From an optimization exercise on the open Yosys and OpenROAD flow, aimed at small area and a short achievable clock period; shortcuts taken in it are not production practice. In this exercise RTL edits were held to simulation tests only and were not proved equivalent to the original. Power and IR drop assume default switching activity.

==> flow/design.v (excerpt) <==
module dcache_hit_path(
    input  logic                              clk,
    input  logic [CACHE_TAG_PA_W-1:0]         req_tag_i,       
    input  logic [BYTE_OFFSET-1:0]            req_offset_i,    
    input  logic [1:0]                        req_size_i,      
    input  logic                              req_signed_i,
    input  logic [CACHE_WAY_N*CACHE_TAG_W-1:0]  tag_i,
    input  logic [CACHE_WAY_N*TAG_ECC_W-1:0]    tag_ecc_i,
    input  logic [CACHE_WAY_N*CACHE_BANK_W-1:0] data_i,
    input  logic [CACHE_WAY_N*BANK_ECC_W-1:0]   data_ecc_i,
    output logic                              hit_o,
    output logic [CACHE_WAY_N-1:0]            hit_way_o,
    output logic [CACHE_WAY_N-1:0]            way_valid_o,
    output logic [CACHE_WAY_N-1:0]            way_dirty_o,
    output logic [CACHE_TAG_W-1:0]            hit_tag_o,
    output logic [CACHE_WAY_N-1:0]            tag_single_err_o,
    output logic [CACHE_WAY_N-1:0]            tag_double_err_o,
    output logic [CACHE_WAY_N-1:0]            data_uncorr_err_o,
    output logic [DATA_WIDTH-1:0]             load_data_o
);
Size in the first run: roughly 21000 sq um of cells after synthesis.
==> flow/config.mk <==
export PLATFORM = sky130hd
export DESIGN_NAME = dcache_hit_path
export DESIGN_NICKNAME = dcache_hit_path
export VERILOG_FILES = /design/flow/design.v
export SDC_FILE = /design/flow/constraint.sdc
export NUM_CORES = 4
export LEC_CHECK = 0
export CAP_MARGIN = 20
export CORE_MARGIN = 2
export CORE_UTILIZATION = 50
export SETUP_SLACK_MARGIN = 2.2
export SLEW_MARGIN = 20
export TNS_END_PERCENT = 10
==> flow/constraint.sdc <==
create_clock -name core_clock -period 6.5 [get_ports {clk}]
set_input_delay 1.3000 -clock core_clock [delete_from_list [all_inputs] [get_ports {clk}]]
set_output_delay 1.3000 -clock core_clock [all_outputs]
set_load 0.01 [all_outputs]
standard.sh (not shown) runs the stock make flow with config.mk's settings and CLKGATE_MAP_FILE= SYNTH_SCRIPT=/design/flow/synth_recipe.tcl, a recipe that flattens the netlist after the stock synthesis.
==> flow/flow/run.sh <==
#!/bin/bash
# The standard layout with two changes:
#  - plain buffers on the ports instead of the delay-cell buffers that
#    buffer_ports picks by default;
#  - the three-input XOR/XNOR cells are kept out of synthesis, so that the
#    parity trees map onto faster and smaller two-input XOR/XNOR cells.
set -euo pipefail
DU="$(make -s -C "$FLOW_HOME" DESIGN_CONFIG="$PWD/config.mk" WORK_HOME="$PWD/orfs" print-DONT_USE_CELLS 2>/dev/null | sed -n 's/^DONT_USE_CELLS: //p')"
test -n "$DU"
for c in xnor3_1 xnor3_2 xnor3_4 xor3_1 xor3_2 xor3_4; do DU="$DU sky130_fd_sc_hd__$c"; done
bash standard.sh \
  "DONT_USE_CELLS=$DU" \
  "BUFFER_PORTS_ARGS=-buffer_cell sky130_fd_sc_hd__buf_1" \
  finish > standard_make.log 2>&1
The baseline produced a clean layout.
Change:
- CORE_UTILIZATION: 50 -> 58
The changed run finished clean.
Count of clock-buffer cells in the layout came out lower by 1.
Via count came out higher slightly.
Fmax came out lower by a few percent.
Wire length came out lower by a few percent.
Power came out lower by a few percent.
Setup slack degrades by 0.30 ns.
Non-clock buffer count came out lower by 56.
Utilization came out higher by 7.3 points.
Area after synthesis is unchanged.
Final cell count came out lower by a few percent.
Change:
- CORE_UTILIZATION: 58 -> 50
- SETUP_SLACK_MARGIN: 2.2 -> 1.5
- TNS_END_PERCENT: 10 -> not set
Result: Power shrinks by 4.7%; setup slack loses 0.27 ns; die area grows by 16%; wire length shrinks by 3.0%; final cell count grows by 0.86%; hold slack gains 0.080 ns; count of clock-buffer cells in the layout shrinks by 1; cell area shrinks by 4.3%; synthesized area is unchanged; sequential cell count stays the same; core utilization shrinks by 12 points.


run 1:
Another version of the RTL of dcache_hit_path (not shown whole).
Size in the first run: roughly 2700 cells after synthesis, roughly 130 flip-flops, ~580 I/O pins, about 22000 sq um of cells after synthesis.
export LEC_CHECK = 0
export CAP_MARGIN = 20
export CORE_MARGIN = 2
export CORE_UTILIZATION = 50
export SETUP_SLACK_MARGIN = 1.5
export SLEW_MARGIN = 20
create_clock -name core_clock -period 6.5 [get_ports {clk}]
==> flow/flow/run.sh <==
#!/bin/bash
# The standard layout, with plain buffers on the ports instead of the
# delay-cell buffers that buffer_ports picks by default, and a power-recovery
# pass that downsizes gates off the critical paths.
set -euo pipefail
bash standard.sh \
  "BUFFER_PORTS_ARGS=-buffer_cell sky130_fd_sc_hd__buf_1" \
  RECOVER_POWER=100 \
  finish > standard_make.log 2>&1
To summarise run 1: no stage aborted, but the layout did not pass its checks, failing on max-capacitance violations, max-slew violations.
--- input diff run 1..run 2 ---
- changing SETUP_SLACK_MARGIN from 1.5 to 0.2
- changing CORE_UTILIZATION from 50 to 30
==> flow/run.sh (new file) <==
#!/bin/bash
# synth_recipe.tcl (not shown) runs the flow's synth.tcl, then flattens the netlist and writes it again
# the make line also repeats each setting of config.mk as NAME=value (left out here)
make -C /OpenROAD-flow-scripts/flow DESIGN_CONFIG=/design/flow/config.mk WORK_HOME=/design/flow/orfs CLKGATE_MAP_FILE= SYNTH_SCRIPT=/design/flow/synth_recipe.tcl finish
removed: flow/flow/run.sh
removed: flow/standard.sh
- Every stage of run 1 finished as expected; the final checks, on the other hand, flagged max-capacitance violations, max-slew violations, which means the layout fails.
- Run 2 finished all stages; the layout is clean.
- Higher count of clock-buffer cells in the layout was reported by run 1, not run 2.
- From run 1 to run 2 the numbers moved as follows: non-clock buffer share of cell area went up 11 points, highest clock frequency the design can meet went down about 4%, fraction of area in multi-input gates dropped 9.8 points.
- A source of the critical timing path of tag_i[26] is what run 1 shows, while hit_data_syndrome_r[2] belongs to run 2.
- In run 2, the fraction of power consumed by combinational cells came out 0.2 points above the value in run 1.
- In the metrics for run 2 and run 1, the one carrying the higher met3 track demand over resource is run 1.
- Between run 2 and run 1, it is run 2 whose minimum setup slack in the final design is lower, by 250 ps.
- Looking at run 2 and run 1, the clock-pin slew of the registers on the worst-case setup and hold paths is a wash.
- Run 2 against run 1: routed wire length went up, number of max-slew violations in the final report decreased by 17 relative to the old numbers, via count fell 5.4%.
Input-level comparison between run 3 and run 2:
- changing CORE_UTILIZATION from 30 to 50
- changing SETUP_SLACK_MARGIN from 0.2 to 1.5
Results
- For the full die area, run 3 came in 39% lower than run 2 did.
- Fraction of power spent switching nets was higher in run 3 than in run 2.
- Diff run 3..run 2 | fraction of standard cell area that is sequential | negligible
Changes in run 4 relative to run 3:
==> flow/flow/run.sh (new file) <==
#!/bin/bash
# The standard layout, with plain buffers on the ports instead of the
# delay-cell buffers that buffer_ports picks by default.
set -euo pipefail
bash standard.sh \
  "BUFFER_PORTS_ARGS=-buffer_cell sky130_fd_sc_hd__buf_1" \
  finish > standard_make.log 2>&1
==> flow/standard.sh (new file) <==
#!/bin/bash
# synth_recipe.tcl (not shown) runs the flow's synth.tcl, then flattens the netlist and writes it again
# the make line also repeats each setting of config.mk as NAME=value (left out here)
make -C /OpenROAD-flow-scripts/flow DESIGN_CONFIG=/design/flow/config.mk WORK_HOME=/design/flow/orfs CLKGATE_MAP_FILE= SYNTH_SCRIPT=/design/flow/synth_recipe.tcl "${@:-finish}"
removed: flow/run.sh
### Flow results
- Re number of standard-cell rows in the floorplan: no difference whatsoever between run 3 and run 4.
- First-pass GRT wire length of run 4 exceeds that of run 3 slightly.
- Last element of the critical path = data_uncorrectable_error_r[2]: run 4; last element of the critical path = hit_data_syndrome_r[5]: run 3
- As of run 4, wire length had risen slightly compared to run 3.
Relative to run 4, the following input files were edited for run 5:
==> flow/flow/run.sh <==
#!/bin/bash
# The standard layout with two changes:
#  - plain buffers on the ports instead of the delay-cell buffers that
#    buffer_ports picks by default;
#  - the three-input XOR/XNOR cells are kept out of synthesis, so that the
#    parity trees map onto faster and smaller two-input XOR/XNOR cells.
set -euo pipefail
DU="$(make -s -C "$FLOW_HOME" DESIGN_CONFIG="$PWD/config.mk" WORK_HOME="$PWD/orfs" print-DONT_USE_CELLS 2>/dev/null | sed -n 's/^DONT_USE_CELLS: //p')"
test -n "$DU"
for c in xnor3_1 xnor3_2 xnor3_4 xor3_1 xor3_2 xor3_4; do DU="$DU sky130_fd_sc_hd__$c"; done
bash standard.sh \
  "DONT_USE_CELLS=$DU" \
  "BUFFER_PORTS_ARGS=-buffer_cell sky130_fd_sc_hd__buf_1" \
  finish > standard_make.log 2>&1
==> summary.txt <==
Row met3 wire length: run 5 lower / run 4 higher
Per the comparison of run 5 with run 4, power density over cell area went down by 0.57%, part of the power in combinational logic decreased by 0.4 points relative to the old numbers, cell count went down by 113, fraction of the mapped netlist area in compound gates now larger, sequential cell area in the final layout barely changed.
Between run 4 and run 5, number of cells upsized or downsized after cts decreased.

[separate check: timing with driven ports]
No port has a modelled driver above. Below, the same layouts with a new extraction and two added sets of constraints.
Step 1: set_driving_cell puts a clkbuf_16 on clk and a buf_2 on each other input, an assumption about the parent block.
Step 2 also shifts input and output timing later by t, the mid clock arrival at the registers, as if the neighbouring blocks saw the same clock.
Slacks: ideal / step 1 / step 2; pairs: ideal / step 1.
run	t, ns	setup slack, ns	hold WS [ns]	clock arrival spread, ns
the first run of note 1	0.550	2.136 / 2.081 / 1.629	0.980 / 0.971 / 1.522	0.017 / 0.017
the second run of note 1	0.524	1.832 / 1.795 / 1.271	1.038 / 1.001 / 1.525	0.013 / 0.012
the third run of note 1	0.528	1.561 / 1.506 / 1.112	1.118 / 1.086 / 1.614	0.014 / 0.013
run 1	0.540	0.824 / 0.793 / 0.318	0.924 / 0.885 / 1.425	0.018 / 0.019
run 2	0.548	0.572 / 0.509 / 0.311	1.266 / 1.239 / 1.787	0.017 / 0.017
run 3	0.548	1.433 / 1.395 / 0.922	1.152 / 1.114 / 1.662	0.015 / 0.016
run 4	0.542	1.475 / 1.425 / 0.970	0.923 / 0.883 / 1.425	0.016 / 0.016
run 5	0.516	1.512 / 1.454 / 1.186	0.935 / 0.901 / 1.416	0.015 / 0.015
For the second run of note 1, which loses most, drivers alone change the setup slack by -0.037 ns; drivers and shift together by -0.561 ns.
